Background: an optimization exercise with open tools, aiming at small area, a short achievable clock period and few clock cycles per item. Do not read the settings as production practice. Function was checked by simulation only, so behaviour that the tests miss may differ from the original. Power is estimated from default activity; no workload was simulated.

==> flow/design.v (outline; a module is shown in full before it is edited, if it fits) <==
// module mant_l1: 1501 lines
// module mant_l2: 300 lines
// module mant_pipe: 16 lines
// module single_prec_mult: 34 lines
module single_prec_mult
  (
    input  wire        clk,
    input  wire        reset,
    input  wire        start,
    input  wire [31:0] a,
    input  wire [31:0] b,
    output wire [31:0] product,
    output reg         mult_done
  );
  // ...
==> flow/flow/run.sh <==
#!/bin/bash
# Standard layout with two changes:
#  - the port buffers are buf_2 cells rather than the resizer's default pick
#    (a slow delay buffer);
#  - after the standard synthesis, polarity.py flips full adders (which are
#    self-dual) and swaps XOR/XNOR gates to remove inverters around them;
#    registers are untouched.
set -euo pipefail
export BUFFER_PORTS_ARGS="-buffer_cell sky130_fd_sc_hd__buf_2"
R="$PWD/orfs/results/$FLOW_PLATFORM/single_prec_mult/base"
bash standard.sh "$R/1_2_yosys.v" > synth.log 2>&1
python3 flow/polarity.py "$R/1_2_yosys.v" "$R/1_2_yosys.pol.v" > polarity.log 2>&1
cp "$R/1_2_yosys.v" "$R/1_2_yosys.std.v"
mv "$R/1_2_yosys.pol.v" "$R/1_2_yosys.v"
bash standard.sh > standard.log 2>&1
==> flow/flow/polarity.py <==
#!/usr/bin/env python3
"""Remove inverters around full adders and XOR gates in a mapped sky130 netlist.

A full adder is self-dual: FA(~a,~b,~c) = (~sum, ~cout).  So a full adder may be
replaced by the same cell fed with the complements of its inputs, its outputs then
carrying the complements.  A 2-input XOR absorbs an inversion of any input or of
its output by becoming an XNOR (and the other way round).  This picks, by local
search, which full adders to flip so that fewest signals need an inverted copy, and rebuilds the inverters: one
inverter per signal whose inverted copy some load still needs.  Everything else
in the netlist (registers included) is kept as it is.

usage: polarity.py IN.v OUT.v
"""
import re, sys, collections

src = open(sys.argv[1]).read()
m = re.search(r'^(module .*?;\n)(.*)^endmodule', src, re.S | re.M)
head, body = m.group(1), m.group(2)
inst_re = re.compile(r'^\s*(sky130_fd_sc_hd__\w+)\s+(\S+)\s*\((.*?)\);\n', re.S | re.M)
decls = []
cells = []
pos = 0
for mm in inst_re.finditer(body):
    pre = body[pos:mm.start()]
    decls.append(pre)
    pins = [(p, n.strip()) for p, n in re.findall(r'\.(\w+)\(([^()]*)\)', mm.group(3))]
    cells.append([mm.group(1), mm.group(2), pins])
    pos = mm.end()
tail = body[pos:]
decl_txt = ''.join(decls)
assert 'assign' not in decl_txt and 'assign' not in tail, 'assign statements not handled'

OUTPINS = {'X', 'Y', 'Q', 'Q_N', 'SUM', 'COUT', 'HI', 'LO'}
def is_inv(t):
    return re.match(r'sky130_fd_sc_hd__(clk)?inv_\d+$', t) is not None
def is_xor(t):
    return re.match(r'sky130_fd_sc_hd__x(n)?or2_\d+$', t) is not None
def xor_swap(t):
    return t.replace('__xor2_', '__XNOR2_').replace('__xnor2_', '__xor2_').replace('__XNOR2_', '__xnor2_')
def is_fa(t):
    return re.match(r'sky130_fd_sc_hd__fa_\d+$', t) is not None

ports_out = set()
for mm in re.finditer(r'^\s*output\s+(\[(\d+):(\d+)\]\s+)?(\S+);', head + decl_txt, re.M):
    name = mm.group(4)
    if mm.group(1):
        hi, lo = int(mm.group(2)), int(mm.group(3))
        for i in range(min(hi, lo), max(hi, lo) + 1):
            ports_out.add('%s[%d]' % (name, i))
    else:
        ports_out.add(name)

driver = {}
for ci, (t, n, pins) in enumerate(cells):
    for p, net in pins:
        if p in OUTPINS:
            driver[net] = (ci, p)
invs = set(ci for ci, c in enumerate(cells) if is_inv(c[0]))
fas = [ci for ci, c in enumerate(cells) if is_fa(c[0])]
xors = set(ci for ci, c in enumerate(cells) if is_xor(c[0]))

def base_of(net):
    par = 0
    seen = 0
    while net in driver and driver[net][0] in invs:
        ci = driver[net][0]
        net = dict(cells[ci][2])['A']
        par ^= 1
        seen += 1
        assert seen < 100
    return net, par

# loads: every input pin of a non-inverter cell, plus output ports driven through inverters
loads = []   # (cell index or None, pin, base, parity)
for ci, (t, n, pins) in enumerate(cells):
    if ci in invs:
        continue
    for pi, (p, net) in enumerate(pins):
        if p in OUTPINS:
            continue
        if net.startswith("1'") or net == '':
            continue
        b, par = base_of(net)
        loads.append((ci, pi, b, par))
# output ports driven by inverters need a load entry too
port_loads = []
for net in ports_out:
    if net in driver and driver[net][0] in invs:
        b, par = base_of(net)
        port_loads.append((net, b, par))

fixed = set()
for ci in fas:
    for p, net in cells[ci][2]:
        if p in ('SUM', 'COUT') and net in ports_out:
            fixed.add(ci)
fa_set = set(fas)
flip = collections.defaultdict(int)

by_base = collections.defaultdict(list)
for L in loads:
    by_base[L[2]].append(L)
for net, b, par in port_loads:
    by_base[b].append((None, net, b, par))
cell_bases = collections.defaultdict(set)   # bases touching an FA (as load or driver)
for b, Ls in by_base.items():
    for L in Ls:
        if L[0] is not None and L[0] in fa_set:
            cell_bases[L[0]].add(b)
            # an FA output feeding an xor: the xor's output base is unaffected
    if b in driver and driver[b][0] in fa_set:
        cell_bases[driver[b][0]].add(b)

def wants(b):
    w = set()
    for ci, pi, bb, par in by_base[b]:
        if ci is not None and ci in xors:
            continue
        f = flip[ci] if ci is not None and ci in fa_set else 0
        w.add(par ^ f)
    return w

def out_pol(b):
    # polarity of the physical net b relative to its original value
    if b in driver:
        dc = driver[b][0]
        if dc in fa_set:
            return flip[dc]
        if dc in xors:
            w = wants(b)
            return min(w) if len(w) == 1 else 0
    return 0

def need_inv(b):
    w = wants(b)
    if b in driver and driver[b][0] in xors:
        return 1 if len(w) > 1 else 0
    d = out_pol(b)
    return 1 if any(x != d for x in w) else 0

def cost_around(ci):
    return sum(need_inv(b) for b in cell_bases[ci])

before = sum(need_inv(b) for b in by_base)
changed = True
passes = 0
while changed and passes < 50:
    changed = False
    passes += 1
    for ci in fas:
        if ci in fixed:
            continue
        c0 = cost_around(ci)
        flip[ci] ^= 1
        c1 = cost_around(ci)
        if c1 < c0:
            changed = True
        else:
            flip[ci] ^= 1
# simulated annealing from the greedy result (deterministic seed)
import random, math
rng = random.Random(1)
cur = sum(need_inv(b) for b in by_base)
best = cur; best_flip = dict(flip)
free = [c for c in fas if c not in fixed]
T = 2.0
for it in range(200000):
    ci = free[rng.randrange(len(free))]
    c0 = cost_around(ci)
    flip[ci] ^= 1
    c1 = cost_around(ci)
    dlt = c1 - c0
    if dlt <= 0 or rng.random() < math.exp(-dlt / T):
        cur += dlt
        if cur < best:
            best = cur; best_flip = dict(flip)
    else:
        flip[ci] ^= 1
    T = max(0.05, 2.0 * (1 - it / 150000.0))
flip = collections.defaultdict(int, best_flip)
after = sum(need_inv(b) for b in by_base)

# rebuild
newcells = []
inv_net = {}
extra_wires = []
cnt = [0]
def inverted(b):
    if b not in inv_net:
        cnt[0] += 1
        nn = '_pol_n%d_' % cnt[0]
        extra_wires.append(nn)
        inv_net[b] = nn
        newcells.append(['sky130_fd_sc_hd__inv_1', '_pol_i%d_' % cnt[0], [('A', b), ('Y', nn)]])
    return inv_net[b]
load_map = {}
xor_fix = collections.defaultdict(int)   # parity of input corrections per xor cell
for b, Ls in by_base.items():
    d = out_pol(b)
    for ci, pi, bb, par in Ls:
        if ci is not None and ci in xors:
            load_map[(ci, pi)] = b
            xor_fix[ci] ^= par ^ d
            continue
        f = flip[ci] if ci is not None and ci in fa_set else 0
        want_inv = par ^ f ^ d
        load_map[(ci, pi)] = inverted(b) if want_inv else b
for ci in xors:
    onet = [net for p, net in cells[ci][2] if p in OUTPINS][0]
    if xor_fix[ci] ^ out_pol(onet):
        cells[ci][0] = xor_swap(cells[ci][0])
        newout = 'Y' if '__xnor2_' in cells[ci][0] else 'X'
        cells[ci][2] = [((newout if p in ('X', 'Y') else p), net) for p, net in cells[ci][2]]
out_cells = []
port_assign = []
for ci, (t, n, pins) in enumerate(cells):
    if ci in invs:
        continue
    newpins = []
    for pi, (p, net) in enumerate(pins):
        if (ci, pi) in load_map:
            net = load_map[(ci, pi)]
        newpins.append((p, net))
    out_cells.append([t, n, newpins])
# output ports that were driven by inverters: drive them with a buffer-free inverter or direct
for (ci, net), nn in ((k, v) for k, v in load_map.items() if k[0] is None):
    pass
for net, b, par in port_loads:
    d = out_pol(b)
    if par ^ d:
        cnt[0] += 1
        out_cells.append(['sky130_fd_sc_hd__inv_1', '_pol_o%d_' % cnt[0], [('A', b), ('Y', net)]])
    else:
        cnt[0] += 1
        out_cells.append(['sky130_fd_sc_hd__buf_1', '_pol_o%d_' % cnt[0], [('A', b), ('X', net)]])
out_cells.extend(newcells)

# drop declarations of nets no longer used? keep them (dangling wires are harmless)
o = [head, decl_txt]
for w in extra_wires:
    o.append('  wire %s;\n' % w)
for t, n, pins in out_cells:
    o.append('  %s %s (\n%s\n  );\n' % (t, n, ',\n'.join('    .%s(%s%s)' % (p, net, ' ' if net.startswith('\\') else '') for p, net in pins)))
o.append(tail)
o.append('endmodule\n')
open(sys.argv[2], 'w').write(''.join(o) + src[m.end():])
sys.stderr.write('polarity: %d FAs, %d flipped, inverters %d -> %d (old inverter cells %d), %d passes\n'
                 % (len(fas), sum(flip[c] for c in fas), before, after, len(invs), passes))
==> flow/standard.sh <==
#!/bin/bash
# synth_recipe.tcl (not shown) runs the flow's synth.tcl, then flattens the netlist and writes it again
# the make line also repeats each setting of config.mk as NAME=value (left out here)
make -C /OpenROAD-flow-scripts/flow DESIGN_CONFIG=/design/flow/config.mk WORK_HOME=/design/flow/orfs CLKGATE_MAP_FILE= SYNTH_SCRIPT=/design/flow/synth_recipe.tcl "${@:-finish}"
==> flow/config.mk <==
export PLATFORM = sky130hd
export DESIGN_NAME = single_prec_mult
export DESIGN_NICKNAME = single_prec_mult
export VERILOG_FILES = /design/flow/design.v
export SDC_FILE = /design/flow/constraint.sdc
export NUM_CORES = 4
export LEC_CHECK = 0
export ABC_AREA = 1
export CAP_MARGIN = 20
export CORE_MARGIN = 2
export CORE_UTILIZATION = 70
export CTS_BUF_LIST = sky130_fd_sc_hd__clkbuf_4 sky130_fd_sc_hd__clkbuf_8
export PLACE_DENSITY = 0.8
export SETUP_SLACK_MARGIN = 0.1
export SLEW_MARGIN = 20
==> flow/constraint.sdc <==
create_clock -name core_clock -period 5.0 [get_ports {clk}]
set_input_delay 1.0000 -clock core_clock [delete_from_list [all_inputs] [get_ports {clk}]]
set_output_delay 1.0000 -clock core_clock [all_outputs]
set_load 0.01 [all_outputs]
==> summary.md, run 1 <==
| Metric | Value |
|---|---|
| Max layer used | `met5` |
| Critical-path top delay cell | `fa_1` |
| CP cell instances | `fa_1 > ha_1 > nand2_1 > nor4_2 > nand2_1 > nand2_2 > nand2_2 > nand2_4 > nand2_2 > nand2_2 > nand2_2 > nand2_4 > buf_4 > nand3_1 > nand2_1 > buf_2` |
| Most used cell along the critical path | `nand2_2` |
| Top delay family on crit path | `simple AND/OR/NAND/NOR gates` |
| Register-to-register path setup slack | `about 4.2 ns` |
| Critical Path Stages | `16` |
| R2r endpoint | `mult_done` |
| Drt initial violations | `1870` |
| NetSw | `6.22 mW` |
| Syn Std Cell Area | `0.0166 sq mm` |
| GRT busiest layer | `met2` |
| First-pass detailed-route iteration total | `9` |
| Share of layout cells above drive strength 1 | `13.8%` |
| Status | `complete, no violations` |
| Non-clk bufs | `around 220` |
| Slew HR | `a little over a third` |
| Comb_multi_in | `1347` |
| Ports | `100` |
| Post-Syn Area per Cell | `~9.6 sq um` |
| N_diodes | `1` |
| Crit. End Element | `output pin` |
| Critical Path Source | `mant_pipe.cut_q[32]` |
| # fillers | `1664` |
| Gates resized, CTS repair | `0` |
| Die width | `158 um` |
| CTS Hold Bufs | `0` |
| Unrepaired setup endpoints after global routing | `false` |
| Worst Path Class, Setup | `reg -> out` |
| Routed length per instance | `approximately 25 um` |
| Clock slew at reported path FFs | `0.10 ns` |
| Worst path bufs/invs | `2` |
| CLK BUF | `9` |
| Final worst path period share | `94.0%` |
| Crit path required time | `roughly 4.0 ns` |
| Synthesized instance count | `1738` |
| FFs & Latches | `88` |
| Clock sinks | `88` |
| Biggest regs | `mant_pipe.cut_q: 77 flops, e_q: 8 flops` |
| ANT nets after route | `0` |
Testbench counts, summed over its fixed seeds: cycles 2,048, items 2,048.
==> run 2: changes to the inputs <==
==> flow/flow/run.sh (replaced) <==
#!/bin/bash
# Standard layout with two changes:
#  - the port buffers are buf_4 cells rather than the resizer's default pick
#    (a slow delay buffer);
#  - after the standard synthesis, polarity.py flips full adders (which are
#    self-dual) and swaps XOR/XNOR gates to remove inverters around them;
#    registers are untouched.
set -euo pipefail
export BUFFER_PORTS_ARGS="-buffer_cell sky130_fd_sc_hd__buf_4"
R="$PWD/orfs/results/$FLOW_PLATFORM/single_prec_mult/base"
bash standard.sh "$R/1_2_yosys.v" > synth.log 2>&1
python3 flow/polarity.py "$R/1_2_yosys.v" "$R/1_2_yosys.pol.v" > polarity.log 2>&1
cp "$R/1_2_yosys.v" "$R/1_2_yosys.std.v"
mv "$R/1_2_yosys.pol.v" "$R/1_2_yosys.v"
bash standard.sh > standard.log 2>&1
==> run 2 against run 1 <==
Final area increased by 1.2%. Fmax up 0.29%. Utilization rose by 0.91 points. Clock skew unchanged. Setup slack improved by 0.013 ns. First-iteration DRC count is 6.8% lower. Global-route usage is 0.40 points lower. Combinational power is essentially flat. Largest cell class unchanged. Highest routed layer unchanged.
==> summary.md, run 2 <==
| Metric | Value |
|---|---|
| Switching Fraction | `50.5%` |
| Final Slew Violations | `0` |
| Status | `complete, no violations` |
| Slowest stage delay, CP | `0.56 ns` |
| Sequential power share | `14.8%` |
| Die area | `~0.025 sq mm` |
| DP HPWL | `approximately 40000 um` |
| Hold WS | `0.439 ns` |
| Syn Std Cell Area | `0.0166 sq mm (unchanged)` |
| ANT nets after route | `0 (unchanged)` |
| Proportion of power drawn by the clock network | `4.4%` |
| Insertion delay to the later sink of the worst-skew pair | `around 0.40 ns` |
| Int Power | `between 6 and 7 mW` |
| Root buffer cell | `clkbuf_8` |
| Number of global-route vias before repair | `14.5k` |
| Crit. End Element | `output pin` |
| Largest Register | `mant_pipe.cut_q` |
| Worst Max-Slew Pin Slew | `0.859 ns` |
| Worst path arrival time | `roughly 3.7 ns` |
| Final #Nets | `2269` |
| Vias | `14.4k` |
| Fin crit period | `~4.7 ns` |
| Core Util, Final | `around four fifths` |
| Residual DRC | `0` |
| GPL Wtd Cong | `1.03` |
| FF-to-FF Start | `mult_done` |
| Setup Skew | `0 ns` |
| P_leak | `7.92 nW` |
| Commonest non-fill, non-tap cell in the layout | `o22ai_1` |
| Share of layout cells above drive strength 1 | `13.8% (-0.055 points)` |
| Largest net degree at the start of global routing | `63` |
| Slew HR | `42.7% (+7.7 points)` |
| Top delay family on crit path | `simple AND/OR/NAND/NOR gates` |
| Yosys Warn Count | `2` |
| Post-Syn Area per Cell | `9.56 sq um (unchanged)` |
| Largest register FFs | `77` |
| Worst path bufs/invs | `2 (unchanged)` |
| Total length of routed wires | `approximately 53000 um` |
| Worst Path Class, Setup | `reg -> out` |
| Min-Delay Path Class | `in -> async` |
| Crit path required time | `4.00 ns (about the same)` |
| Clock sinks | `88 (unchanged)` |
| Placeable core area | `0.0234 sq mm` |
| Num CTS Buffers | `9` |
| H-tree Lvls | `3` |
| Grt ovf | `0` |
| Biggest regs | `mant_pipe.cut_q: 77 flops, e_q: 8 flops` |
| CP cell instances | `fa_1 > ha_1 > nand2_1 > nor4_2 > nand2_1 > nand2_2 > nand2_2 > nand2_4 > nand2_2 > nand2_2 > nand2_1 > nand2_2 > buf_6 > nand3_1 > nand2_1 > buf_4` |
| Total power | `~12 mW` |
| Routed length per instance | `24.5 um (-0.83%)` |
| Chip height | `around 160 um` |
| NetSw | `6.30 mW (+1.2%)` |
| Buffers on Ports | `99` |
| Max Clk Rate | `around 210 MHz` |
| PD cells | `676 mW/mm^2` |
| Unrepaired setup endpoints after global routing | `false` |
| Initial antenna violation count | `1` |
| Peak supply drop | `around 0.8 mV` |
| Max_cap viols | `0` |
| Syn Nets | `approximately 2.2k` |
| Final worst path period share | `93.7% (-0.27 points)` |
| Ports | `100 (unchanged)` |
| N_diodes | `0 (-1)` |
| Starting Density | `71.0%` |
| Most used cell along the critical path | `nand2_2` |
| Setup violations, final | `0` |
| Critical Path Source | `mant_pipe.cut_q[33]` |
| Drt initial violations | `1742 (-6.8%)` |
| # fillers | `1646 (-1.1%)` |
| CTS tree | `yes` |
| Gate power share | `80.8%` |
| Gr usage total | `between 40 and 50%` |
| CTS Buffer Depth | `2` |
| Crit start category | `register` |
| Vias per inst | `about 6.7` |
| Layout area overhead | `11.0%` |
| Synthesized instance count | `1738 (unchanged)` |
| CP Max Fanout | `19` |
| Clock slew at reported path FFs | `0.11 ns (about the same)` |
| Post-CTS setup buffer count | `0` |
| Setup TNS | `0 ns` |
| First-pass GRT wire length | `81000 um` |
| First-pass detailed-route iteration total | `6 (-3)` |
| Placement Rows | `between 50 and 60` |
| Final hold vios | `0` |
| Critical-path top delay cell | `fa_1` |
| Die width | `158 um (unchanged)` |
| Most frequent cells in the layout | `262 x o22ai_1, 252 x fa_1, 199 x buf_4` |
[run 2: worst paths after layout]
path	endpoint	slack, ns	depth (start not counted)
max	product[8]	0.31	16
min	mult_done	0.44	2
max reg2reg	mult_done	4.22	1
min reg2reg	mult_done	0.49	1
max in group asynchronous	mult_done	4.46	2
min in group core_clock	mult_done	0.49	1
[run 2: through the flow]
stage	instance area, sq um	instances	worst slack, ns
floorplan	16600	1738	0.0294
global placement	18200	2133	0.242
detailed placement	18200	2133	0.138
CTS	18400	2149	0.293
global route	18400	2149	0.119
finish	18400	2149	0.315
[run 2: final cells by class]
type,count,area (sq um),area share [%]
Clock buffer,10,131,0.712
Clock inverter,6,68.8,0.373
Inverter,163,612,3.32
Multi-Input combinational cell,1347,12800,69.2
Sequential cell,88,2640,14.3
Tap cell,319,399,2.16
Timing Repair Buffer,216,1830,9.90
[run 2: power groups by stage]
stage	Combinational, mW	Clock [mW]	Sequential [mW]
final	10.1	0.554	1.84
after global routing	11.3	0.576	1.88
after CTS	9.92	0.550	1.84
after detailed placement	9.82	0	1.86
after global placement	9.08	0	1.84
after floorplan	6.59	0	1.81
[run 2: what timing repair did]
item,in CTS,in global routing
endpoints found under the setup margin,0,16
hold buffers,0,0
resized for setup,0,3
[run 2: layer usage]
layer  vias to the layer above  GRT usage, %  share of wire (%)
met2                      1096          67.0                 44
met1                      6980          58.0                 37
met3                       240          13.3                 13
li1                       6102             -                  -
met4                         2          20.0                5.5
met5                         -             0              0.025

[re-timing with driven ports]
No port has a modelled driver above. Below, the same layouts with a new extraction and two added sets of constraints. Step 1 (the two cells are an assumption about what drives the block):
set clk [get_ports {clk}]
set_driving_cell -lib_cell sky130_fd_sc_hd__clkbuf_16 $clk
set_driving_cell -lib_cell sky130_fd_sc_hd__buf_2 [delete_from_list [all_inputs] $clk]
Step 2 moves the port delays by t, midway between the first and last clock arrival at a register: inputs arrive t later, outputs are due t later. That takes back most of the time a late clock gives input paths. a / b / c = no drivers / after step 1 / after step 2; a / b = the first two.
run | t (ns) | setup slack, ns | worst setup path at the end
run 1 | 0.437 | 0.301 / 0.258 / -0.048 | input to register
run 2 | 0.440 | 0.315 / 0.274 / 0.093 | input to register
Met with ideal ports but missed after step 2: setup timing in run 1. For run 1, which loses most, drivers alone change the setup slack by -0.043 ns; drivers and shift together by -0.349 ns.
